Background: an optimization exercise with open tools, aiming at a short achievable clock period and few clock cycles. Do not read the settings as production practice. Only simulation tests tie the RTL to the original design; equivalence was not proved. No driver is modelled on the clock port, so clocking that relies on it looks cheaper here than on a real chip. Power is estimated from default activity; no workload was simulated.

$ cat flow/design.v
module cpu(
    input  wire        clk,
    input  wire        rst,
    output wire [31:0] imem_addr,
    input  wire [31:0] imem_data,
    output reg         st_valid,
    output reg  [31:0] st_addr,
    output reg  [31:0] st_data,
    output wire        halted
);
localparam NB = 4;
reg  [31:0] fa;           
reg  [31:0] fo;           
reg         rst_d;
reg         hlt_d;        
assign imem_addr = fo;
reg  [NB-1:0]    bv;
reg  [32*NB-1:0] btag;
reg  [32*NB-1:0] btgt;
reg  [1:0]       bptr;
reg              balloc;         
reg  [31:0]      batag, batgt;
wire [NB-1:0] bhit;
reg  [31:0]   bt;
genvar gi;
generate
    for (gi = 0; gi < NB; gi = gi + 1) begin : g_btb
        assign bhit[gi] = bv[gi] && (btag[32*gi +: 32] == fa);
    end
endgenerate
integer k;
always @(*) begin
    bt = 32'h0;
    for (k = 0; k < NB; k = k + 1)
        bt = bt | ({32{bhit[k]}} & btgt[32*k +: 32]);
end
wire hit0 = |bhit;
reg         v1;
reg  [31:0] pc1;
reg         pt1;
reg  [31:0] ir;
reg         vD;
reg  [31:0] pcD;
reg         ptD;
reg  [31:1] sel1, sel2;
reg         fE1, fE2;    
reg         fW1, fW2;    
reg         vE;
reg  [31:0] pcE;
reg  [31:0] opA, opB, opS;
reg         fA, fB, fS;
reg  [8:0]  rsel;        
reg         subE, sraE;
reg         jalE;    
reg         brE, bneE, jalrE, stE, haltE, wrE, ptE;
reg  [1:0]  stwE;
reg  [4:0]  rdE;
reg  [31:0] linkE, brT, offIE;
reg         off2E, off3E;    
reg  [31:0] resW;            
reg  [31:0] resR;            
reg         weW;
reg  [4:0]  rdW;
reg         halted_r;
assign halted = halted_r;
wire [31:0] xr [0:31];
assign xr[0] = 32'h0;
generate
    for (gi = 1; gi < 32; gi = gi + 1) begin : g_rf
        reg [31:0] q;
        always @(posedge clk)
            if (weW && rdW == gi)
                q <= resR;
        assign xr[gi] = q;
    end
endgenerate
reg [31:0] rA, rB;
always @(*) begin
    rA = 32'h0;
    rB = 32'h0;
    for (k = 1; k < 32; k = k + 1) begin
        rA = rA | ({32{sel1[k]}} & xr[k]);
        rB = rB | ({32{sel2[k]}} & xr[k]);
    end
end
wire [6:0] opD  = ir[6:0];
wire [2:0] f3D  = ir[14:12];
wire [6:0] f7D  = ir[31:25];
wire [4:0] rdD  = ir[11:7];
wire isOPI  = opD == 7'b0010011;
wire isOP   = opD == 7'b0110011;
wire isST   = opD == 7'b0100011;
wire isBR   = opD == 7'b1100011;
wire isJAL  = opD == 7'b1101111;
wire isJALR = opD == 7'b1100111;
wire isSYS  = opD == 7'b1110011;
wire brOK   = isBR && f3D[2:1] == 2'b00;
wire isHalt = isSYS || (isBR && f3D[2:1] != 2'b00);
wire isALU  = isOPI || isOP;
wire wrD    = (isALU || isJAL || isJALR) && rdD != 5'd0;
wire [31:0] immI = {{20{ir[31]}}, ir[31:20]};
wire [31:0] immS = {{20{ir[31]}}, ir[31:25], ir[11:7]};
wire [31:0] offB = {{22{ir[31]}}, ir[7], ir[30:25], ir[11:9]};
wire [31:0] offJ = {{14{ir[31]}}, ir[19:12], ir[20], ir[30:22]};
wire [31:0] offI = {{22{ir[31]}}, ir[31:22]};
wire [31:0] tgtD  = pcD + (isJAL ? offJ : offB);
wire [31:0] linkD = pcD + 32'd1;
wire skipJ  = isJAL && !ptD && offJ == 32'd2 && v1 && !pt1;
wire        shB  = &offB[31:6] | ~|offB[31:6];
wire        shJ  = &offJ[31:6] | ~|offJ[31:6];
wire [6:0]  loB  = {1'b0, pcD[5:0]} + {1'b0, offB[5:0]};
wire [6:0]  loJ  = {1'b0, pcD[5:0]} + {1'b0, offJ[5:0]};
wire [25:0] hinc = pcD[31:6] + 26'd1;
wire [25:0] hdec = pcD[31:6] - 26'd1;
wire [31:0] tgB  = {(loB[6] == offB[31]) ? pcD[31:6] : loB[6] ? hinc : hdec, loB[5:0]};
wire [31:0] tgJ  = {(loJ[6] == offJ[31]) ? pcD[31:6] : loJ[6] ? hinc : hdec, loJ[5:0]};
wire [31:0] tgtS = isJAL ? tgJ : tgB;
wire redirJ = isJAL && !ptD && shJ && offJ != 32'd1 && !skipJ;
wire redirB0 = brOK && !ptD && shB && ir[31];
wire [31:0] rAf = fW1 ? resW : rA;
wire [31:0] rBf = fW2 ? resW : rB;
wire [31:0] a = fA ? resW : opA;
wire [31:0] b = fB ? resW : opB;
wire [31:0] s = fS ? resW : opS;
wire exE = vE;
wire [31:0] sum   = a + (b ^ {32{subE}}) + {31'b0, subE};
wire [31:0] r_sll = a << b[4:0];
wire [31:0] r_sr  = $signed({sraE & a[31], a}) >>> b[4:0];
wire        r_slt = $signed(a) < $signed(b);
wire        r_ult = a < b;
wire [31:0] res =
      ({32{rsel[0]}} & sum)
    | ({32{rsel[1]}} & r_sll)
    | ({32{rsel[2]}} & {31'b0, r_slt})
    | ({32{rsel[3]}} & {31'b0, r_ult})
    | ({32{rsel[4]}} & (a ^ b))
    | ({32{rsel[5]}} & r_sr)
    | ({32{rsel[6]}} & (a | b))
    | ({32{rsel[7]}} & (a & b))
    | ({32{rsel[8]}} & linkE);
wire        eq    = a == s;
wire        taken = brE && (bneE ^ eq);
wire [31:0] jt    = a + offIE;
wire        seqD  = vD && v1 && !ptD;
wire        skipE = exE && taken && !ptE && seqD && (off2E || (off3E && !pt1));
wire        kill1 = skipE && off3E;
wire        misE  = exE && ((brE && (taken ^ ptE)) || (jalE && !ptE) || jalrE || haltE) && !skipE;
wire [31:0] tgtE  = haltE ? pcE : jalrE ? jt : ((taken || jalE) ? brT : linkE);
wire        zD    = ir[24:20] == 5'd0;
wire        addE  = rsel[0] && !subE;
wire        canD  = brOK && zD && fE1 && addE;
wire [31:0] aob   = a | b;
wire        xz    = (a ^ b) == {aob[30:0], 1'b0};
wire        tkD   = f3D[0] ? !xz : xz;
wire        shortF = offB == 32'd2 || offB == 32'd3;
wire        resT  = canD && tkD && !ptD && shB && !shortF;
wire        resN  = canD && !tkD && ptD;
wire        redirB = redirB0 && !canD;
wire redirD = vD && !misE && !skipE && (redirJ || redirB || resT || resN);
wire [31:0] tgtR  = resN ? linkD : tgtS;
wire skipD  = vD && !misE && !skipE && skipJ;
wire allocE = exE && (taken || jalE) && !ptE && !skipE;
wire [31:0] fnext = misE ? tgtE : redirD ? tgtR : hit0 ? bt : fa + 32'd1;
wire allocD = redirD && !resN;
wire [4:0] rs1n = imem_data[19:15];
wire [4:0] rs2n = imem_data[24:20];
wire       wDv  = vD && wrD && !skipE;
wire       wEv  = vE && wrE;
always @(posedge clk) begin
    rst_d <= rst;
    pc1 <= fa;
    if (rst) begin
        fa  <= (rst_d && fa == 32'h0) ? 32'd1 : 32'd0;
        fo  <= (rst_d && fa == 32'h0) ? 32'd1 : 32'd0;
        v1  <= rst_d && fa == 32'h0;
        pt1 <= 1'b0;
    end else begin
        fa  <= fnext;
        fo  <= hlt_d ? 32'h0 : fnext;
        v1  <= !misE && !redirD;
        pt1 <= hit0;
    end
    if (rst) begin
        bv   <= {NB{1'b0}};
        bptr <= 2'd0;
        balloc <= 1'b0;
    end else begin
        balloc <= allocE || allocD;
        if (balloc) begin
            bv[bptr] <= 1'b1;
            btag[32*bptr +: 32] <= batag;
            btgt[32*bptr +: 32] <= batgt;
            bptr <= bptr + 2'd1;
        end
    end
    batag <= allocE ? pcE : pcD;
    batgt <= allocE ? brT : tgtS;
    ir  <= imem_data;
    pcD <= pc1;
    ptD <= pt1;
    vD  <= !rst && v1 && !misE && !redirD && !kill1 && !skipD;
    for (k = 1; k < 32; k = k + 1) begin
        sel1[k] <= rs1n == k;
        sel2[k] <= rs2n == k;
    end
    fE1 <= wDv && rs1n == rdD;
    fE2 <= wDv && rs2n == rdD;
    fW1 <= wEv && rs1n == rdE;
    fW2 <= wEv && rs2n == rdE;
    vE    <= !rst && vD && !misE && !skipE;
    pcE   <= pcD;
    opA   <= rAf;
    opS   <= rBf;
    opB   <= isOPI ? immI : isST ? immS : rBf;
    fA    <= fE1;
    fS    <= fE2;
    fB    <= fE2 && !isOPI && !isST;
    rsel[0] <= isST || (isALU && f3D == 3'b000);
    rsel[1] <= isALU && f3D == 3'b001;
    rsel[2] <= isALU && f3D == 3'b010;
    rsel[3] <= isALU && f3D == 3'b011;
    rsel[4] <= isALU && f3D == 3'b100;
    rsel[5] <= isALU && f3D == 3'b101;
    rsel[6] <= isALU && f3D == 3'b110;
    rsel[7] <= isALU && f3D == 3'b111;
    rsel[8] <= isJAL || isJALR;
    subE  <= isOP && f3D == 3'b000 && f7D == 7'h20;
    sraE  <= f7D == 7'h20;
    brE   <= brOK;
    bneE  <= f3D[0];
    jalrE <= isJALR;
    jalE  <= isJAL;
    stE   <= isST;
    stwE  <= f3D[1:0];
    haltE <= isHalt;
    wrE   <= wrD;
    ptE   <= canD ? (tkD && (ptD || (shB && !shortF))) : (ptD || redirB || (isJAL && shJ));
    rdE   <= rdD;
    linkE <= linkD;
    brT   <= tgtD;
    offIE <= offI;
    off2E <= offB == 32'd2;
    off3E <= offB == 32'd3;
    resW <= res;
    if (exE && wrE)
        resR <= res;
    weW  <= !rst && exE && wrE;
    rdW  <= rdE;
    hlt_d <= !rst && halted_r;
    if (rst)
        halted_r <= 1'b0;
    else if ((exE && haltE) || (vD && isHalt && !misE && !skipE))
        halted_r <= 1'b1;     
    st_valid <= !rst && exE && stE;
    st_addr  <= sum;
    case (stwE)
        2'b00:   st_data <= {24'b0, s[7:0]};
        2'b01:   st_data <= {16'b0, s[15:0]};
        default: st_data <= s;
    endcase
end
endmodule
$ cat flow/flow/run.sh
#!/bin/bash
# Own layout flow: the standard ORFS flow, with two changes:
#  - timing repair aims at a larger setup-slack margin, so the optimiser keeps
#    improving paths far below the 14 ns clock (the SDC is unchanged);
#  - before clock-tree synthesis, each flip-flop that drives an output port is
#    moved next to that port's buffer (flow/pre_cts.tcl), then legalized.
set -euo pipefail
MARGIN=$(cat flow/margin.txt 2>/dev/null || echo 10)
bash standard.sh SETUP_SLACK_MARGIN=$MARGIN PRE_CTS_TCL=$PWD/flow/pre_cts.tcl finish > standard_flow.log 2>&1
$ cat flow/flow/margin.txt
10.3
$ cat flow/flow/pre_cts.tcl
# Move each flip-flop that drives an output port's buffer next to that
# buffer, so the register-to-port wire is short; then legalize.
set block [ord::get_db_block]
set moved 0
foreach bt [$block getBTerms] {
  if {[$bt getIoType] ne "OUTPUT"} { continue }
  set buf ""
  foreach it [[$bt getNet] getITerms] { if {[$it isOutputSignal]} { set buf [$it getInst] } }
  if {$buf eq ""} { continue }
  set inet ""
  foreach it [$buf getITerms] { if {[$it isInputSignal]} { set inet [$it getNet] } }
  if {$inet eq ""} { continue }
  set drv ""
  set n 0
  foreach it [$inet getITerms] { incr n; if {[$it isOutputSignal]} { set drv [$it getInst] } }
  if {$drv eq ""} { continue }
  if {![[$drv getMaster] isSequential]} { continue }
  set loc [$buf getLocation]
  $drv setLocation [lindex $loc 0] [lindex $loc 1]
  $drv setPlacementStatus PLACED
  incr moved
}
puts "pre_cts: moved $moved output flip-flops next to their port buffers"
detailed_placement
check_placement -verbose
$ cat flow/standard.sh
#!/bin/bash
# synth_recipe.tcl (not shown) runs the flow's synth.tcl, then flattens the netlist and writes it again
# the make line also repeats each setting of config.mk as NAME=value (left out here)
make -C /OpenROAD-flow-scripts/flow DESIGN_CONFIG=/design/flow/config.mk WORK_HOME=/design/flow/orfs CLKGATE_MAP_FILE= SYNTH_SCRIPT=/design/flow/synth_recipe.tcl "${@:-finish}"
$ cat flow/config.mk
export PLATFORM = sky130hd
export DESIGN_NAME = cpu
export DESIGN_NICKNAME = cpu
export VERILOG_FILES = /design/flow/design.v
export SDC_FILE = /design/flow/constraint.sdc
export NUM_CORES = 4
export LEC_CHECK = 0
export ABC_CLOCK_PERIOD_IN_PS = 3500
export CAP_MARGIN = 20
export CORE_MARGIN = 2
export CORE_UTILIZATION = 60
export CTS_BUF_LIST = sky130_fd_sc_hd__clkbuf_16
export CTS_CLUSTER_DIAMETER = 80
export CTS_CLUSTER_SIZE = 20
export SETUP_SLACK_MARGIN = 5
export SLEW_MARGIN = 20
$ cat flow/constraint.sdc
create_clock -name core_clock -period 14.0 [get_ports {clk}]
set_input_delay 2.8000 -clock core_clock [delete_from_list [all_inputs] [get_ports {clk}]]
set_output_delay 2.8000 -clock core_clock [all_outputs]
set_load 0.01 [all_outputs]
==> metrics.yaml, run 1 <==
global_route:
  met1_usage_pct: 64.56
  grt_antenna_before_repair: 33
  globalRoute.busiestLayer: "met2"
  globalRoute.totalOverflow: 0
  met3_capacity_usage_during_global_routing_pct: 22.47
  first_global_vias: 72800
  grt_util_met2_pct: 71.70
  grt_max_degree: 78
  grt_usage_pct: 51.92
  grt_pass1_wl_um: 553200
routing:
  drt_pass1_iterations: 10
  num_vias: 78280
  wl_per_cell_um: 39.90
  postRouteAntennaNets: 0
  drc: 0
  route.detailed.vias_per_inst: 7.693
  totalWireLength_um: 405900
  drtIter0Drc: 14670
synth:
  synth_sequential_area_ratio_pct: 57.52
  postSynthNetCount: 8157
  synth.area.top_cells: "edfxtp_1 43%, dfxtp_1 14%, a22oi_1 3.4%"
  number_of_flops_mapped_to_enable_cells_by_yosys: 1280
  synth-seq-cells: 1920
  mappedNetlistArea_um2: 89100
  yosysTopAreaCellShare_pct: 43.14
  top_cells_by_count_synth: "1280 x edfxtp_1, 640 x dfxtp_1, 631 x nand2_1, 496 x o21ai_0, 456 x clkbuf_1"
  ys_async_sr_fraction_pct: 0
  synth.most_common_cell: "edfxtp_1"
  yosysTopAreaCell: "edfxtp_1"
  postSynthCellCount: 7914
  synthFlopType: "edfxtp_1"
  synth-warning-count: 1
  synthDistinctLibCells: 89
  avgSynthCellArea_um2: 11.26
hold_path:
  hold_path_startpoint: "pc1[1]$_DFF_P_"
  min-delay-path-class: "register to register"
  worst_case_hold_path_end_point: "pcD[1]$_DFF_P_"
  whs_path_depth: 0
timing:
  maxSlewHeadroom_pct: 7.866
  worst-slew-pin-transition_ps: 1371
  fmax_mhz: 231.6
  finalSetupTns_ps: 0
  holdWs_ps: 304.4
  final_max_slew_viol_count: 0
  final_hold_viol_count: 0
  setup_viol: 0
  final.period_utilization_pct: 30.84
  finalCriticalPeriod_ps: 4318
  rsz0062_at_grt: "yes"
  timing.clock.skew_ps: 59.62
clock_tree:
  ctsHoldBuffers: 0
  tritoncts_clock_tree: "yes"
  worst_skew_late_latency_ps: 820
  clk_pin_slew_ps: 80
  cts_buffer_count: 115
  tritoncts_num_sinks: 1920
placed_design:
  placement.io_buffers: 131
  place_congestion: 1.045
  place.detailed.hpwl_um: 242600
power_and_ir_drop:
  p_leak_nw: 37.83
  vdd_drop_max_mv: 0.1298
  power.density_nw_per_um2: 120.1
setup_path:
  crit_required_ps: 14680
  critical_path_class: "register to register"
  worst-r2r-setup-slack_ps: 9680
  crit_arrival_ps: 5000
  r2r_cells: 13
  critical_path.max_fanout: 7
  worstReg2RegStart: "ir[9]$_DFF_P_"
  crit_path_end_kind: "register"
  setup.worst_path.start_class: "register"
  worst_r2r_endpoint: "fo[24]$_SDFF_PP0_"
die:
  die_height_um: 389.4
  top_level_ports: 132
  num_rows: 141
  placeableCoreArea_um2: 147700
  die_width_um: 389.4
  floorplan.initialDensity_pct: 60.34
  die_area_um2: 151600
finish:
  final_net_count: 8384
  largest_register_by_flop_count: "g_rf.q"
  final_layout_size_suffix_gt1_share_pct: 18.78
  largest_reg_flops: 992
  area_growth_syn_to_layout_pct: 16.96
  largestRegisters: "g_rf.q x992, btag x128, btgt x128"
flow_run:
  drv_cap: 0
run_status:
  status: "finished clean"
-- critical path: stages, from the launching register on --
cell	delay [ps]
dfxtp_2	560
ha_1	240
inv_1	60
fa_1	370
nor2b_1	470
a311oi_2	170
a211o_1	500
a211oi_2	460
mux2i_1	170
xnor2_1	410
mux2i_2	170
mux2i_1	190
o22ai_1	130
nor2_2	260
-- report_power, final --
part           total [mW]  internal, mW  switching, mW  leakage (nW)
Clock                3.61          1.62           1.99          1.96
Sequential           6.35          6.14          0.219          16.8
Combinational        2.55          1.01           1.54          19.1
-- per-stage QoR --
step,utilization [%],cells,power [mW],worst slack (ps),instance area [µm²]
after floorplan,-,7914,7.505,6700,89990
after global placement,63.02,9612,8.359,8091,93060
after detailed placement,63.15,9622,8.357,8058,93250
after CTS,69.18,10080,12.13,9841,102200
after global routing,70.55,10160,12.75,9679,104200
final,70.58,10180,12.52,9682,104200
-- how the worst max path moves through the flow --
| stage | from | end | slack [ps] | cells after the start |
|---|---|---|---|---|
| finish | ir[9]$_DFF_P_ | fo[24]$_SDFF_PP0_ | 9680 | 13 |
| floorplan | rst | btag[0]$_DFFE_PP_ | 6700 | 3 |
| global route | fB$_DFF_P_ | fo[0]$_DFF_P_ | 9680 | 17 |
| global placement | rst | btgt[120]$_DFFE_PP_ | 8090 | 5 |
| CTS | fA$_DFF_P_ | fo[4]$_SDFF_PP0_ | 9840 | 18 |
| detailed placement | rst | btgt[25]$_DFFE_PP_ | 8060 | 5 |
-- routing by layer --
metal,vias to the layer above,part of all wire (%)
met5,-,0.10
met4,30,10
met3,2454,17
met2,8147,39
met1,37190,33
li1,30460,-
-- area by class of cell --
cell class	count	area [µm²]
sequential	1920	51520
fill	10550	43450
multi-input combinational	5057	38570
timing repair buffer	620	6416
clock buffer	119	2978
tap	1930	2415
inverter	427	1648
clock inverter	84	630.6
antenna	18	45.04
-- logic make-up (layout without fill, tap and decap cells) --
kind of cell | count (synthesis) | count (layout) | share of synthesized area (%)
xor+xnor | 428 | 428 | 4.207
buf+inv | 948 | 1250 | 4.069
compound gates | 2350 | 2350 | 18.52
other cells | 0 | 18 | 0
simple gates | 1786 | 1797 | 9.451
flops | 1920 | 1920 | 57.52
mux | 273 | 273 | 3.256
fa+ha+maj | 209 | 209 | 2.977
-- what timing repair did --
| item | in CTS | in global routing |
|---|---|---|
| resized for setup | 1064 | 281 |
| setup endpoints to repair | 602 | 362 |
| buffers inserted | 221 | 69 |
| pin swaps | 190 | 116 |
| gates cloned | 33 | 3 |
-- placed cells by master, fill, tap and decap left out, types with 58 or more instances in the layout --
cell type,netlist,layout
nand3_1,191,186
clkbuf_16,0,120
xnor2_1,195,166
mux2i_4,2,64
buf_4,1,340
a21o_1,58,58
nor3_1,168,138
a22oi_1,398,397
ha_1,204,152
xor2_1,233,223
inv_1,423,452
nand4_1,167,167
o21ai_0,496,458
edfxtp_1,1280,1280
nand2_1,631,615
a22o_1,331,331
a221oi_1,337,336
nor2_1,335,271
mux2i_1,167,97
dfxtp_2,0,118
buf_6,7,134
dfxtp_1,640,490
nor4_1,75,59
a21oi_1,374,333
Testbench counts, summed over its fixed seeds: cycles 84,630.
==> inputs of run 2 (changes only) <==
--- a/flow/design.v
+++ b/flow/design.v
@@ -43,2 +43,4 @@
 reg  [31:0] pcD;
+reg  [31:0] linkD;           
+reg  [25:0] hinc, hdec;      
 reg         ptD;
@@ -106,3 +108,2 @@
 wire [31:0] tgtD  = pcD + (isJAL ? offJ : offB);
-wire [31:0] linkD = pcD + 32'd1;
 wire skipJ  = isJAL && !ptD && offJ == 32'd2 && v1 && !pt1;
@@ -112,4 +113,2 @@
 wire [6:0]  loJ  = {1'b0, pcD[5:0]} + {1'b0, offJ[5:0]};
-wire [25:0] hinc = pcD[31:6] + 26'd1;
-wire [25:0] hdec = pcD[31:6] - 26'd1;
 wire [31:0] tgB  = {(loB[6] == offB[31]) ? pcD[31:6] : loB[6] ? hinc : hdec, loB[5:0]};
@@ -199,2 +198,5 @@
     pcD <= pc1;
+    linkD <= pc1 + 32'd1;
+    hinc <= pc1[31:6] + 26'd1;
+    hdec <= pc1[31:6] - 26'd1;
     ptD <= pt1;
==> run 2 against run 1 <==
  * Still clean
  * Non-clock buffer count grew 40
  * Clock-buffer cell count grew 13
  * Sequential power grew 3.8%
  * Flip-flop and latch count grew 83
  * Final area grew 3.5%
  * Die area grew 2.9%
  * Synthesized cell count grew 2.1%
  * Critical path depth grew 4
  * First-iteration DRC count grew 9.3%
  * Maximum frequency shrank 1.2%
  * Hold slack gained 46 ps
  * Via count grew 2.2%
  * Critical path type unchanged
  * Largest cell class unchanged
==> metrics.yaml, run 2 <==
run_status:
  status: "finished clean"  # unchanged
finish:
  area_growth_syn_to_layout_pct: 17.57  # was 16.96%
  finalNonFillerCells: 10470  # was 10180
  final_net_count: 8592  # was 8384
  largestRegisters: "g_rf.q x992, btag x128, btgt x128"  # unchanged
  most-common-layout-cells: "1280 x edfxtp_1, 611 x nand2_1, 561 x dfxtp_1, 436 x inv_1, 423 x o21ai_0"  # was 1280 x edfxtp_1, 615 x nand2_1, 490 x dfxtp_1, 458 x o21ai_0, 452 x inv_1
  n_fill_cell: 10650  # was 10550
  largest_reg_flops: 992  # unchanged
  mostFrequentLayoutCell: "edfxtp_1"  # unchanged
  finish.utilization_pct: 71.00  # was 70.58%
  final_layout_size_suffix_gt1_share_pct: 19.17  # was 18.78%
  largest_register_by_flop_count: "g_rf.q"  # unchanged
synth:
  synthFlopType: "edfxtp_1"  # unchanged
  synth-compound-area-share_pct: 18.28  # was 18.52%
  synth.area.top_cells: "edfxtp_1 42%, dfxtp_1 16%, a221oi_1 3.3%"  # was edfxtp_1 43%, dfxtp_1 14%, a22oi_1 3.4%
  postSynthCellCount: 8080  # was 7914
  simple_gate_portion_of_the_synthesized_area_pct: 9.241  # was 9.451%
  mappedNetlistArea_um2: 91730  # was 89100 µm²
  yosysTopAreaCell: "edfxtp_1"  # unchanged
  number_of_flops_mapped_to_enable_cells_by_yosys: 1280  # unchanged
  post_synthesis_adder_cell_area_fraction_pct: 2.892  # was 2.977%
  mux_cell_area_share_after_synthesis_pct: 3.578  # was 3.256%
  combinational_family_with_the_most_area_after_synthesis: "compound AO/OA/AOI/OAI gates"  # unchanged
  ys_async_sr_fraction_pct: 0  # unchanged
  top_cells_by_count_synth: "1280 x edfxtp_1, 723 x dfxtp_1, 630 x nand2_1, 470 x o21ai_0, 439 x clkbuf_1"  # was 1280 x edfxtp_1, 640 x dfxtp_1, 631 x nand2_1, 496 x o21ai_0, 456 x clkbuf_1
  synth_sequential_area_ratio_pct: 57.68  # was 57.52%
  synthDistinctLibCells: 96  # was 89
  synth_xor_area_share_pct: 4.249  # was 4.207%
  synth-seq-cells: 2003  # was 1920
  synth.most_common_cell: "edfxtp_1"  # unchanged
  synth-warning-count: 1  # unchanged
  avgSynthCellArea_um2: 11.35  # was 11.26 µm²
  yosysTopAreaCellShare_pct: 41.90  # was 43.14%
  postSynthNetCount: 8323  # was 8157
clock_tree:
  tritoncts_num_sinks: 2003  # was 1920
  cts_buffer_count: 130  # was 115
  tritoncts_clock_tree: "yes"  # unchanged
  ctsHoldBuffers: 0  # unchanged
  worst_skew_late_latency_ps: 820  # about the same
  clk_pin_slew_ps: 90  # was 80 ps
timing:
  final.period_utilization_pct: 31.23  # was 30.84%
  worst-slew-pin-transition_ps: 1320  # was 1371 ps
  finalCriticalPeriod_ps: 4372  # was 4318 ps
  setup_viol: 0  # unchanged
  fmax_mhz: 228.7  # was 231.6 MHz
  maxSlewHeadroom_pct: 11.34  # was 7.866%
  timing.clock.skew_ps: 46.95  # was 59.62 ps
  final_max_slew_viol_count: 0  # unchanged
  finalSetupTns_ps: 0  # unchanged
  final_hold_viol_count: 0  # unchanged
  rsz0062_at_grt: "yes"  # unchanged
routing:
  drtIter0Drc: 16040  # was 14670
  postRouteAntennaNets: 0  # unchanged
  drc: 0  # unchanged
  wl_per_cell_um: 40.35  # was 39.90 µm
  route.detailed.vias_per_inst: 7.642  # was 7.693
  num_vias: 79980  # was 78280
  drt_pass1_iterations: 11  # was 10
  totalWireLength_um: 422300  # was 405900 µm
power_and_ir_drop:
  swShare_pct: 29.48  # was 29.96%
  seqPwrFrac_pct: 50.6  # was 50.8%
  power.density_nw_per_um2: 120.8  # was 120.1 nW/µm²
  p_leak_nw: 39.29  # was 37.83 nW
  net_switching_power_mw: 3.839  # was 3.750 mW
  comb_power_share_pct: 18.9  # was 20.4%
  pwr-share-clk_pct: 30.5  # was 28.8%
  internal_power_of_the_cells_mw: 9.184  # was 8.766 mW
  vdd_drop_max_mv: 0.1329  # was 0.1298 mV
global_route:
  globalRoute.totalOverflow: 0  # unchanged
  grt_antenna_before_repair: 26  # was 33
  grt_usage_pct: 51.79  # was 51.92%
  grt_pass1_wl_um: 567900  # was 553200 µm
  first_global_vias: 73260  # was 72800
  grt_max_degree: 102  # was 78
die:
  num_rows: 143  # was 141
  die_width_um: 395.0  # was 389.4 µm
  placeableCoreArea_um2: 151900  # was 147700 µm²
  floorplan.initialDensity_pct: 60.39  # was 60.34%
  top_level_ports: 132  # unchanged
  die_height_um: 395.0  # was 389.4 µm
  die_area_um2: 156000  # was 151600 µm²
setup_path:
  critPathLaunch: "resW[22]$_DFF_P_"  # was ir[9]$_DFF_P_
  worst-r2r-setup-slack_ps: 9630  # was 9680 ps
  setup.worst_path.start_class: "register"  # unchanged
  critical_path_class: "register to register"  # unchanged
  crit_path_end_kind: "register"  # unchanged
  worstReg2RegStart: "resW[22]$_DFF_P_"  # was ir[9]$_DFF_P_
  critical_path.max_fanout: 5  # was 7
  worst_r2r_endpoint: "fo[26]$_SDFF_PP0_"  # was fo[24]$_SDFF_PP0_
  critical_path_endpoint: "fo[26]$_SDFF_PP0_"  # was fo[24]$_SDFF_PP0_
  r2r_cells: 17  # was 13
  crit_required_ps: 14690  # was 14680 ps
  crit_arrival_ps: 5060  # was 5000 ps
placed_design:
  placement.io_buffers: 131  # unchanged
  place.detailed.hpwl_um: 253700  # was 242600 µm
  place_congestion: 1.057  # was 1.045
  placed_cells: 9894  # was 9622
flow_run:
  drv_cap: 0  # unchanged
hold_path:
  min-delay-path-class: "register to register"  # unchanged
-- run 2: cell count changes after synthesis, sizes merged, moves of 16 or more --
cell	before	now
inv	425	441
o21ai	496	472
dfxtp	640	723
mux2	102	84
buf	65	88
mux2i	170	227
clkbuf	456	439
nand3	192	174
o21a	12	30
a21oi	374	355
xnor2	195	233
xor2	233	212
-- run 2: layer usage --
layer	global-route usage, %	up-vias	share of wire, %
li1	-	31060	-
met1	64.68	38000	33
met2	70.41	8397	39
met3	22.78	2489	18
met4	39.05	26	10
met5	0.1539	-	0.047
-- run 2: cells by family (layout without fill, tap and decap cells) --
group | Yosys count | count (layout)
other | 0 | 16
and+or+nand+nor | 1783 | 1786
xor gates and xnor gates | 445 | 445
DFF | 2003 | 2003
muxes | 311 | 311
adders and majority gates | 209 | 209
AOI/OAI and AO/OA | 2359 | 2360
buffers and inverters | 970 | 1306
-- run 2: worst max-delay path, stage by stage, from the launching register on --
cell,delay (ps)
dfxtp_1,770
mux2i_4,210
ha_1,410
xnor2_1,180
nor4_4,310
nand4_1,150
buf_6,160
buf_6,120
o21ai_2,100
nor4b_4,220
a311o_1,200
o2111ai_4,180
nor4_4,280
buf_12,180
buf_12,110
buf_12,100
mux2_4,320
o2bb2ai_4,250
-- run 2: how the worst min path moves through the flow --
stage                           start           endpoint  slack (ps)  depth (start not counted)
finish                    fE2$_DFF_P_         fS$_DFF_P_         350                          0
global placement    linkD[22]$_DFF_P_  linkE[22]$_DFF_P_         330                          0
floorplan                 fE2$_DFF_P_         fS$_DFF_P_         320                          0
global route              fE2$_DFF_P_         fS$_DFF_P_         360                          0
detailed placement  linkD[22]$_DFF_P_  linkE[22]$_DFF_P_         330                          0
CTS                       fE2$_DFF_P_         fS$_DFF_P_         350                          0
-- run 2: power by group through the flow --
stage / Clock [mW] / Sequential [mW] / Combinational (mW)
after detailed placement: 0 / 6.69 / 1.86
final: 3.97 / 6.59 / 2.46
after global routing: 4.13 / 6.58 / 2.52
after global placement: 0 / 6.69 / 1.86
after CTS: 3.94 / 6.56 / 2.06
after floorplan: 0 / 6.61 / 1.13
-- run 2: what timing repair did --
action,CTS,global route
cloned,14,9
setup endpoints to repair,548,408
resized for setup,885,441
pin swaps,92,157
buffers inserted,161,159
-- run 2: final cells by class --
| class | count | area, µm² | area share (%) |
|---|---|---|---|
| diodes | 16 | 40.04 | 0.03713 |
| clock buffers | 132 | 3303 | 3.063 |
| clock inverters | 71 | 691.9 | 0.6416 |
| inverters | 443 | 1724 | 1.599 |
| multi-input cells | 5111 | 39450 | 36.58 |
| flip-flops and latches | 2003 | 53210 | 49.33 |
| well taps | 2030 | 2540 | 2.355 |
| repair buffers | 660 | 6894 | 6.392 |
-- run 2: metrics by stage --
stage | instance area (µm²) | setup slack [ps] | hold slack, ps | power, mW
2_1_floorplan | 92920 | 6701 | 323.0 | 7.740
3_3_place_gp | 96170 | 7716 | 330.7 | 8.550
3_5_place_dp | 96570 | 7605 | 334.8 | 8.548
4_1_cts | 104100 | 9777 | 349.4 | 12.55
5_1_grt | 107800 | 9593 | 355.3 | 13.24
6_report | 107800 | 9628 | 350.4 | 13.02
Testbench counts of run 2, summed over its fixed seeds: cycles 84,630.
==> inputs of run 3 (changes only) <==
--- a/flow/design.v
+++ b/flow/design.v
@@ -55,2 +55,3 @@
 reg         subE, sraE;
+reg         addiE;       
 reg         jalE;    
@@ -148,6 +149,8 @@
 wire        zD    = ir[24:20] == 5'd0;
-wire        addE  = rsel[0] && !subE;
-wire        canD  = brOK && zD && fE1 && addE;
-wire [31:0] aob   = a | b;
-wire        xz    = (a ^ b) == {aob[30:0], 1'b0};
+wire        canD  = brOK && zD && fE1 && addiE;
+wire [31:0] oOB   = opA | opB;
+wire [31:0] rOB   = resW | opB;
+wire        zO    = (opA ^ opB) == {oOB[30:0], 1'b0};
+wire        zR    = (resW ^ opB) == {rOB[30:0], 1'b0};
+wire        xz    = fA ? zR : zO;
 wire        tkD   = f3D[0] ? !xz : xz;
@@ -219,2 +222,3 @@
     fB    <= fE2 && !isOPI && !isST;
+    addiE <= isOPI && f3D == 3'b000;
     rsel[0] <= isST || (isALU && f3D == 3'b000);
==> run 3 against run 2 <==
  * Now fails the layout checks on capacitance limit, slew limit
  * Critical endpoint is now fa[29]$_SDFF_PP0_
  * Area after synthesis rose by 1.5%
  * Global-route usage barely moved
  * Largest power group unchanged
  * Sequential power barely moved
  * Final cell count rose by 4.3%
  * Wire length rose by 2.0%
==> metrics.yaml, run 3 <==
die:
  top_level_ports: 132  # unchanged
  die_height_um: 397.9  # was 395.0 µm
  num_rows: 144  # was 143
  die_width_um: 397.9  # was 395.0 µm
  placeableCoreArea_um2: 154000  # was 151900 µm²
  die_area_um2: 158300  # was 156000 µm²
  floorplan.initialDensity_pct: 60.44  # was 60.39%
finish:
  largest_register_by_flop_count: "g_rf.q"  # unchanged
  most-common-layout-cells: "1280 x edfxtp_1, 777 x nand2_1, 532 x inv_1, 527 x dfxtp_1, 410 x o21ai_0"  # was 1280 x edfxtp_1, 611 x nand2_1, 561 x dfxtp_1, 436 x inv_1, 423 x o21ai_0
  finish.utilization_pct: 71.38  # was 71.00%
  finalInstanceArea_um2: 110000  # was 107800 µm²
  area_growth_syn_to_layout_pct: 18.10  # was 17.57%
  largest_reg_flops: 992  # unchanged
  n_fill_cell: 10690  # was 10650
  final_layout_size_suffix_gt1_share_pct: 19.30  # was 19.17%
  largestRegisters: "g_rf.q x992, btag x128, btgt x128"  # unchanged
  final_net_count: 9050  # was 8592
  mostFrequentLayoutCell: "edfxtp_1"  # unchanged
  finalNonFillerCells: 10910  # was 10470
setup_path:
  critical_path.max_fanout: 5  # unchanged
  crit_path_end_kind: "register"  # unchanged
  worst_r2r_endpoint: "fa[29]$_SDFF_PP0_"  # was fo[26]$_SDFF_PP0_
  critical_path_class: "register to register"  # unchanged
  critical_path.slowest_cell: "dfxtp_4"  # was dfxtp_1
  worst-r2r-setup-slack_ps: 9830  # was 9630 ps
  crit_path_cell_trace: "buf_6, buf_8, buf_6, nand2_2, a21boi_4, inv_4, ha_4, o21ai_4, o21ai_2, a311oi_2, buf_4, buf_6, buf_6, buf_6, o32a_1, nand4_1, o211ai_1, buf_4, o21a_1, xnor2_2, nor2_4, nand3b_1, o21ai_1"  # was mux2i_4, ha_1, xnor2_1, nor4_4, nand4_1, buf_6, buf_6, o21ai_2, nor4b_4, a311o_1, o2111ai_4, nor4_4, buf_12, buf_12, buf_12, mux2_4, o2bb2ai_4
  critical-path-max-stage-delay_ps: 360  # was 770 ps
  crit_family: "compound AO/OA/AOI/OAI gates"  # was simple AND/OR/NAND/NOR gates
  worst_path_most_repeated_cell: "buf_6"  # was buf_12
  crit_arrival_ps: 4870  # was 5060 ps
  worstReg2RegStart: "fA$_DFF_P_"  # was resW[22]$_DFF_P_
  setup.worst_path.start_class: "register"  # unchanged
  r2r_cells: 23  # was 17
  crit_required_ps: 14700  # was 14690 ps
  cp_num_buf_inv: 9  # was 5
power_and_ir_drop:
  vdd_drop_max_mv: 0.1444  # was 0.1329 mV
  power.density_nw_per_um2: 116.3  # was 120.8 nW/µm²
  pwr-share-clk_pct: 28.3  # was 30.5%
  swShare_pct: 30.00  # was 29.48%
  seqPwrFrac_pct: 51.6  # was 50.6%
  net_switching_power_mw: 3.835  # was 3.839 mW
  internal_power_of_the_cells_mw: 8.948  # was 9.184 mW
  comb_power_share_pct: 20.2  # was 18.9%
  p_leak_nw: 39.94  # was 39.29 nW
synth:
  ys_async_sr_fraction_pct: 0  # unchanged
  number_of_flops_mapped_to_enable_cells_by_yosys: 1280  # unchanged
  synthFlopType: "edfxtp_1"  # unchanged
  synth-seq-cells: 2004  # was 2003
  avgSynthCellArea_um2: 11.04  # was 11.35 µm²
  synth.most_common_cell: "edfxtp_1"  # unchanged
  yosysTopAreaCell: "edfxtp_1"  # unchanged
  synth-warning-count: 1  # unchanged
  synth_sequential_area_ratio_pct: 56.85  # was 57.68%
  synthDistinctLibCells: 94  # was 96
  mappedNetlistArea_um2: 93100  # was 91730 µm²
  yosysTopAreaCellShare_pct: 41.29  # was 41.90%
  top_cells_by_count_synth: "1280 x edfxtp_1, 799 x nand2_1, 724 x dfxtp_1, 494 x inv_1, 480 x o21ai_0"  # was 1280 x edfxtp_1, 723 x dfxtp_1, 630 x nand2_1, 470 x o21ai_0, 439 x clkbuf_1
  postSynthCellCount: 8434  # was 8080
  postSynthNetCount: 8739  # was 8323
  synth.area.top_cells: "edfxtp_1 41%, dfxtp_1 16%, ha_1 3.6%"  # was edfxtp_1 42%, dfxtp_1 16%, a221oi_1 3.3%
global_route:
  grt_pass1_wl_um: 576200  # was 567900 µm
  met3_capacity_usage_during_global_routing_pct: 22.71  # was 22.78%
  grt_util_met2_pct: 70.85  # was 70.41%
  grt_max_degree: 106  # was 102
  met1_usage_pct: 64.05  # was 64.68%
  globalRoute.busiestLayer: "met2"  # unchanged
  globalRoute.totalOverflow: 0  # unchanged
  first_global_vias: 75410  # was 73260
  grt_antenna_before_repair: 49  # was 26
  grt_usage_pct: 51.78  # was 51.79%
timing:
  fmax_mhz: 240.1  # was 228.7 MHz
  holdWs_ps: 355.5  # was 350.4 ps
  final_max_slew_viol_count: 3  # was 0
  finalCriticalPeriod_ps: 4165  # was 4372 ps
  finalSetupTns_ps: 0  # unchanged
  maxSlewHeadroom_pct: -5.575  # was 11.34%
  final_hold_viol_count: 0  # unchanged
  rsz0062_at_grt: "yes"  # unchanged
  worst-slew-pin-transition_ps: 1575  # was 1320 ps
  timing.clock.skew_ps: 87.01  # was 46.95 ps
  final.period_utilization_pct: 29.75  # was 31.23%
  setup_viol: 0  # unchanged
routing:
  num_vias: 83080  # was 79980
  drc: 0  # unchanged
  wl_per_cell_um: 39.46  # was 40.35 µm
  drt_pass1_iterations: 12  # was 11
  route.detailed.vias_per_inst: 7.612  # was 7.642
  postRouteAntennaNets: 0  # unchanged
  totalWireLength_um: 430700  # was 422300 µm
  drtIter0Drc: 16860  # was 16040
clock_tree:
  ctsHoldBuffers: 0  # unchanged
  clk_pin_slew_ps: 100  # was 90 ps
  worst_skew_late_latency_ps: 840  # was 820 ps
  cts_buffer_count: 116  # was 130
  tritoncts_num_sinks: 2004  # was 2003
  tritoncts_clock_tree: "yes"  # unchanged
placed_design:
  placed_cells: 10260  # was 9894
  place.detailed.hpwl_um: 253700  # about the same
  placement.io_buffers: 131  # unchanged
  place_congestion: 1.053  # was 1.057
  placed_area_um2: 97320  # was 96570 µm²
run_status:
  status: "failed layout checks"  # was finished clean
  failed_layout_checks: "capacitance limit, slew limit"
hold_path:
  min-delay-path-class: "register to register"  # unchanged
  whs_path_depth: 0  # unchanged
  worst_case_hold_path_end_point: "linkE[6]$_DFF_P_"  # was fS$_DFF_P_
  hold_path_startpoint: "linkD[6]$_DFF_P_"  # was fE2$_DFF_P_
flow_run:
  drv_cap: 1  # was 0
run 3: cell count changes after synthesis, sizes merged, moves of 22 or more:
cell	delta
a221o	+42
ha	+62
xnor2	+41
mux2	-49
mux2i	-61
a21o	-32
inv	+56
nor2	+74
a21oi	+41
a221oi	+22
nand2	+169
run 3: per-stage QoR:
stage	power (mW)	setup WS, ps
global placement	8.623	7488
detailed placement	8.624	7494
finish	12.78	9835
global route	13.01	9835
floorplan	7.784	6850
CTS	12.36	9884
run 3: cells by family after synthesis:
| group | count (synthesis) | share of synthesized area, % |
|---|---|---|
| AO/OA/AOI/OAI | 2425 | 18.53 |
| flip-flops | 2004 | 56.85 |
| multiplexers | 201 | 2.208 |
| adder cells (fa/ha/maj) | 271 | 3.682 |
| AND/OR/NAND/NOR | 2032 | 10.05 |
| buffers and inverters | 1031 | 4.255 |
| XOR/XNOR | 470 | 4.422 |
run 3: area by class of cell:
cell class	instances	area, µm²	area share (%)
sequential	2004	53330	48.51
multi-input combinational	5405	40940	37.24
timing repair buffer	716	7557	6.873
clock buffer	117	2928	2.663
tap	2044	2557	2.326
inverter	499	1958	1.781
clock inverter	94	571.8	0.5200
antenna	32	80.08	0.07283
timing repair inverter	3	25.02	0.02276
run 3: how the worst max path moves through the flow:
stage	start	endpoint	slack [ps]	depth (start not counted)
3_3_place_gp	fA$_DFF_P_	fo[28]$_SDFF_PP0_	7490	13
6_report	fA$_DFF_P_	fa[29]$_SDFF_PP0_	9830	23
4_1_cts	ir[4]$_DFF_P_	brT[31]$_DFF_P_	9880	17
3_5_place_dp	fA$_DFF_P_	fo[28]$_SDFF_PP0_	7490	13
5_1_grt	ir[6]$_DFF_P_	brT[31]$_DFF_P_	9830	18
2_1_floorplan	rst	btag[0]$_DFFE_PP_	6850	2
run 3: layer usage:
metal  vias up  wire length, µm
met3      2634            77600
li1      32320                -
met4        42            44330
met2      8804           169200
met1     39280           139100
met5         -              440
run 3: power by group through the flow:
stage	Clock (mW)	Combinational (mW)	Sequential (mW)
after floorplan	0	1.16	6.62
after global placement	0	1.95	6.68
after detailed placement	0	1.94	6.68
after CTS	3.57	2.23	6.56
after global routing	3.77	2.65	6.59
final	3.61	2.58	6.59
run 3: timing repair:
action	4_1_cts	5_1_grt
cloned	30	15
pin swaps	206	188
setup endpoints to repair	577	316
resized for setup	1217	396
setup buffers	251	117
run 3: worst reg2reg max path: cells and delay by family (launching register included):
family          cells  cell delay, ps
flops               1             360
xor+xnor            1             180
simple gates        4             590
fa+ha+maj           1             300
compound gates      8            1500
buf+inv             9            1130
Testbench counts of run 3, summed over its fixed seeds: cycles 84,630.
==> inputs of run 4 (changes only) <==
--- a/flow/design.v
+++ b/flow/design.v
@@ -60,3 +60,3 @@
 reg  [4:0]  rdE;
-reg  [31:0] linkE, brT, offIE;
+reg  [31:0] linkE, offE, offIE;
 reg         off2E, off3E;    
@@ -108,3 +108,2 @@
 wire [31:0] offI = {{22{ir[31]}}, ir[31:22]};
-wire [31:0] tgtD  = pcD + (isJAL ? offJ : offB);
 wire skipJ  = isJAL && !ptD && offJ == 32'd2 && v1 && !pt1;
@@ -142,2 +141,3 @@
 wire        taken = brE && (bneE ^ eq);
+wire [31:0] brT   = pcE + offE;    
 wire [31:0] jt    = a + offIE;
@@ -245,3 +245,3 @@
     linkE <= linkD;
-    brT   <= tgtD;
+    offE  <= isJAL ? offJ : offB;
     offIE <= offI;
==> run 4 against run 3 <==
  * Non-clock buffer count increased by 22
  * Still fails the layout checks on capacitance limit, slew limit
  * Maximum frequency increased by 2.3%
  * Area after synthesis decreased by 0.19%
  * Critical endpoint is now imem_addr[30]
  * Sequential share of layout area about the same
  * Largest cell class unchanged
  * Clock skew increased by 25 ps
==> metrics.yaml, run 4 <==
global_route:
  grt_antenna_before_repair: 53  # was 49
  grt_pass1_wl_um: 579000  # was 576200 µm
  grt_max_degree: 102  # was 106
  grt_usage_pct: 52.03  # was 51.78%
  first_global_vias: 75920  # was 75410
  globalRoute.totalOverflow: 0  # unchanged
finish:
  largestRegisters: "g_rf.q x992, btag x128, btgt x128"  # unchanged
  mostFrequentLayoutCell: "edfxtp_1"  # unchanged
  area_growth_syn_to_layout_pct: 17.47  # was 18.10%
  finalNonFillerCells: 10880  # was 10910
  final_net_count: 9038  # was 9050
  finish.utilization_pct: 70.94  # was 71.38%
  most-common-layout-cells: "1280 x edfxtp_1, 727 x nand2_1, 489 x inv_1, 456 x dfxtp_1, 450 x o21ai_0"  # was 1280 x edfxtp_1, 777 x nand2_1, 532 x inv_1, 527 x dfxtp_1, 410 x o21ai_0
  largest_register_by_flop_count: "g_rf.q"  # unchanged
  final_layout_size_suffix_gt1_share_pct: 19.56  # was 19.30%
  largest_reg_flops: 992  # unchanged
setup_path:
  crit_path_cell_trace: "buf_6"  # was buf_6, buf_8, buf_6, nand2_2, a21boi_4, inv_4, ha_4, o21ai_4, o21ai_2, a311oi_2, buf_4, buf_6, buf_6, buf_6, o32a_1, nand4_1, o211ai_1, buf_4, o21a_1, xnor2_2, nor2_4, nand3b_1, o21ai_1
  critPathLaunch: "fo[30]$_SDFF_PP0_"  # was fA$_DFF_P_
  crit_family: "flip-flops"  # was compound AO/OA/AOI/OAI gates
  worst_r2r_endpoint: "resR[26]$_DFFE_PP_"  # was fa[29]$_SDFF_PP0_
  critical-path-max-stage-delay_ps: 350  # was 360 ps
  r2r_cells: 17  # was 23
  critical_path.max_fanout: 1  # was 5
  setup.worst_path.start_class: "register"  # unchanged
  crit_arrival_ps: 1270  # was 4870 ps
  worst-r2r-setup-slack_ps: 9950  # was 9830 ps
  critical_path_class: "register to output pin"  # was register to register
  critical_path_endpoint: "imem_addr[30]"  # was fa[29]$_SDFF_PP0_
  crit_path_end_kind: "output pin"  # was register
  critical_path.slowest_cell: "dfxtp_2"  # was dfxtp_4
  crit_required_ps: 11200  # was 14700 ps
  worstReg2RegStart: "fA$_DFF_P_"  # unchanged
  cp_num_buf_inv: 1  # was 9
  path_depth: 1  # was 23
synth:
  mappedNetlistArea_um2: 92920  # was 93100 µm²
  synthDistinctLibCells: 89  # was 94
  yosysTopAreaCellShare_pct: 41.36  # was 41.29%
  synth-seq-cells: 1984  # was 2004
  postSynthNetCount: 8720  # was 8739
  yosysTopAreaCell: "edfxtp_1"  # unchanged
  ys_async_sr_fraction_pct: 0  # unchanged
  synth-warning-count: 1  # unchanged
  top_cells_by_count_synth: "1280 x edfxtp_1, 738 x nand2_1, 704 x dfxtp_1, 500 x inv_1, 496 x o21ai_0"  # was 1280 x edfxtp_1, 799 x nand2_1, 724 x dfxtp_1, 494 x inv_1, 480 x o21ai_0
  avgSynthCellArea_um2: 11.05  # was 11.04 µm²
  synthFlopType: "edfxtp_1"  # unchanged
  synth_sequential_area_ratio_pct: 56.53  # was 56.85%
  postSynthCellCount: 8412  # was 8434
  synth.most_common_cell: "edfxtp_1"  # unchanged
  synth.area.top_cells: "edfxtp_1 41%, dfxtp_1 15%, ha_1 3.6%"  # was edfxtp_1 41%, dfxtp_1 16%, ha_1 3.6%
  number_of_flops_mapped_to_enable_cells_by_yosys: 1280  # unchanged
power_and_ir_drop:
  p_leak_nw: 40.02  # was 39.94 nW
  power.density_nw_per_um2: 117.4  # was 116.3 nW/µm²
  swShare_pct: 30.06  # was 30.00%
  vdd_drop_max_mv: 0.1333  # was 0.1444 mV
  seqPwrFrac_pct: 50.9  # was 51.6%
  comb_power_share_pct: 20.9  # was 20.2%
  net_switching_power_mw: 3.852  # was 3.835 mW
  internal_power_of_the_cells_mw: 8.963  # was 8.948 mW
  pwr-share-clk_pct: 28.2  # was 28.3%
run_status:
  status: "failed layout checks"  # unchanged
  failed_layout_checks: "capacitance limit, slew limit"  # unchanged
placed_design:
  placed_cells: 10240  # was 10260
  dp_worst_setup_slack_ps: 8216  # was 7494 ps
  place.detailed.hpwl_um: 257700  # was 253700 µm
  place_congestion: 1.032  # was 1.053
  placement.io_buffers: 131  # unchanged
die:
  num_rows: 144  # unchanged
  top_level_ports: 132  # unchanged
  placeableCoreArea_um2: 153900  # was 154000 µm²
  die_height_um: 397.5  # was 397.9 µm
  die_area_um2: 158000  # was 158300 µm²
  floorplan.initialDensity_pct: 60.39  # was 60.44%
  die_width_um: 397.5  # was 397.9 µm
routing:
  drt_pass1_iterations: 15  # was 12
  num_vias: 83920  # was 83080
  wl_per_cell_um: 39.76  # was 39.46 µm
  totalWireLength_um: 432400  # was 430700 µm
  route.detailed.vias_per_inst: 7.717  # was 7.612
  drtIter0Drc: 16810  # was 16860
  postRouteAntennaNets: 0  # unchanged
  drc: 0  # unchanged
clock_tree:
  ctsHoldBuffers: 0  # unchanged
  worst_skew_late_latency_ps: 880  # was 840 ps
  tritoncts_num_sinks: 1984  # was 2004
  clk_pin_slew_ps: 90  # was 100 ps
  tritoncts_clock_tree: "yes"  # unchanged
  cts_buffer_count: 116  # unchanged
timing:
  final.period_utilization_pct: 29.08  # was 29.75%
  rsz0062_at_grt: "yes"  # unchanged
  maxSlewHeadroom_pct: -3.860  # was -5.575%
  final_max_slew_viol_count: 3  # unchanged
  fmax_mhz: 245.6  # was 240.1 MHz
  finalSetupTns_ps: 0  # unchanged
  finalCriticalPeriod_ps: 4072  # was 4165 ps
  setup_viol: 0  # unchanged
  worst-slew-pin-transition_ps: 1549  # was 1575 ps
  final_hold_viol_count: 0  # unchanged
  fin_ws_ps: 9928  # was 9835 ps
  timing.clock.skew_ps: 111.6  # was 87.01 ps
hold_path:
  min-delay-path-class: "register to register"  # unchanged
flow_run:
  drv_cap: 1  # unchanged
## run 4: timing repair
item	4_1_cts	5_1_grt
endpoints found under the setup margin	529	358
pin swaps	133	204
gates cloned	30	19
setup buffers	194	171
resized for setup	1055	473
## run 4: layer usage
metal	up-vias	global-route usage [%]	routed length, µm	share of wire, %
met5	-	0.3027	453	0.10
met4	42	37.45	44450	10
met3	2857	22.26	76610	18
met2	9009	71.59	169500	39
met1	39650	65.34	141400	33
li1	32360	-	-	-
## run 4: how the worst min path moves through the flow
stage	startpoint	endpoint	slack (ps)	depth (start not counted)
CTS	linkD[24]$_DFF_P_	linkE[24]$_DFF_P_	350	0
finish	linkD[13]$_DFF_P_	linkE[13]$_DFF_P_	350	0
global route	linkD[17]$_DFF_P_	linkE[17]$_DFF_P_	360	0
detailed placement	linkD[17]$_DFF_P_	linkE[17]$_DFF_P_	340	0
global placement	pcD[8]$_DFF_P_	pcE[8]$_DFF_P_	340	0
floorplan	fE2$_DFF_P_	fS$_DFF_P_	320	0
## run 4: final cells by class
| type | count | area (µm²) |
|---|---|---|
| Antenna cell | 36 | 90.09 |
| Clock inverter | 66 | 535.5 |
| Inverter | 505 | 1983 |
| Fill cell | 10850 | 44710 |
| Tap cell | 2044 | 2557 |
| Sequential cell | 1984 | 52980 |
| Clock buffer | 117 | 2928 |
| Multi-Input combinational cell | 5383 | 40550 |
| Timing Repair Buffer | 738 | 7521 |
| Timing Repair inverter | 2 | 17.52 |
## run 4: cells by family after synthesis
logic type | share of synthesized area [%]
AOI/OAI and AO/OA | 19.18
DFF | 56.53
and+or+nand+nor | 9.676
buffers and inverters | 4.325
xor gates and xnor gates | 4.524
adders and majority gates | 3.730
muxes | 2.039
## run 4: metrics by stage
stage	power, mW	area [µm²]	hold slack, ps
CTS	12.31	105100	353.2
global placement	8.602	96970	335.7
global route	13.05	109100	360.7
floorplan	7.749	93400	323.0
finish	12.82	109200	352.1
detailed placement	8.604	97100	338.6
## run 4: power by group through the flow
stage	sequential (mW)	combinational, mW	clock (mW)
after floorplan	6.56	1.19	0
after global placement	6.63	1.98	0
after detailed placement	6.62	1.98	0
after CTS	6.49	2.24	3.57
after global routing	6.52	2.76	3.76
final	6.52	2.68	3.61
Testbench counts of run 4, summed over its fixed seeds: cycles 84,630.

-- what the ideal ports hide --
The flow's constraints put no driver on any port. The routed layouts listed below were extracted and timed again, unchanged, in two steps.
Step 1 assumes that a clkbuf_16 drives the clock port and a buf_2 every other input.
Step 2, shift: input delay + t, output delay - t, t = (earliest + latest rising clock arrival at the registers) / 2. This alone moves slack from input paths to output paths.
Three values: ideal ports, drivers, drivers and shift; two values: the first two.
run	t (ns)	setup slack, ns	worst slew at a driven data input, ns	pins driven straight from the clock port
run 1	0.882	9.682 / 9.682 / 9.192	0.04	1
run 2	0.891	9.628 / 9.628 / 9.047	0.17	1
run 3	0.887	9.835 / 9.824 / 9.186	0.25	1
run 4	0.915	9.928 / 9.831 / 9.371	0.22	1
The setup slack of run 3, which loses most, moves by -0.011 ns with the drivers and by -0.649 ns with both steps.
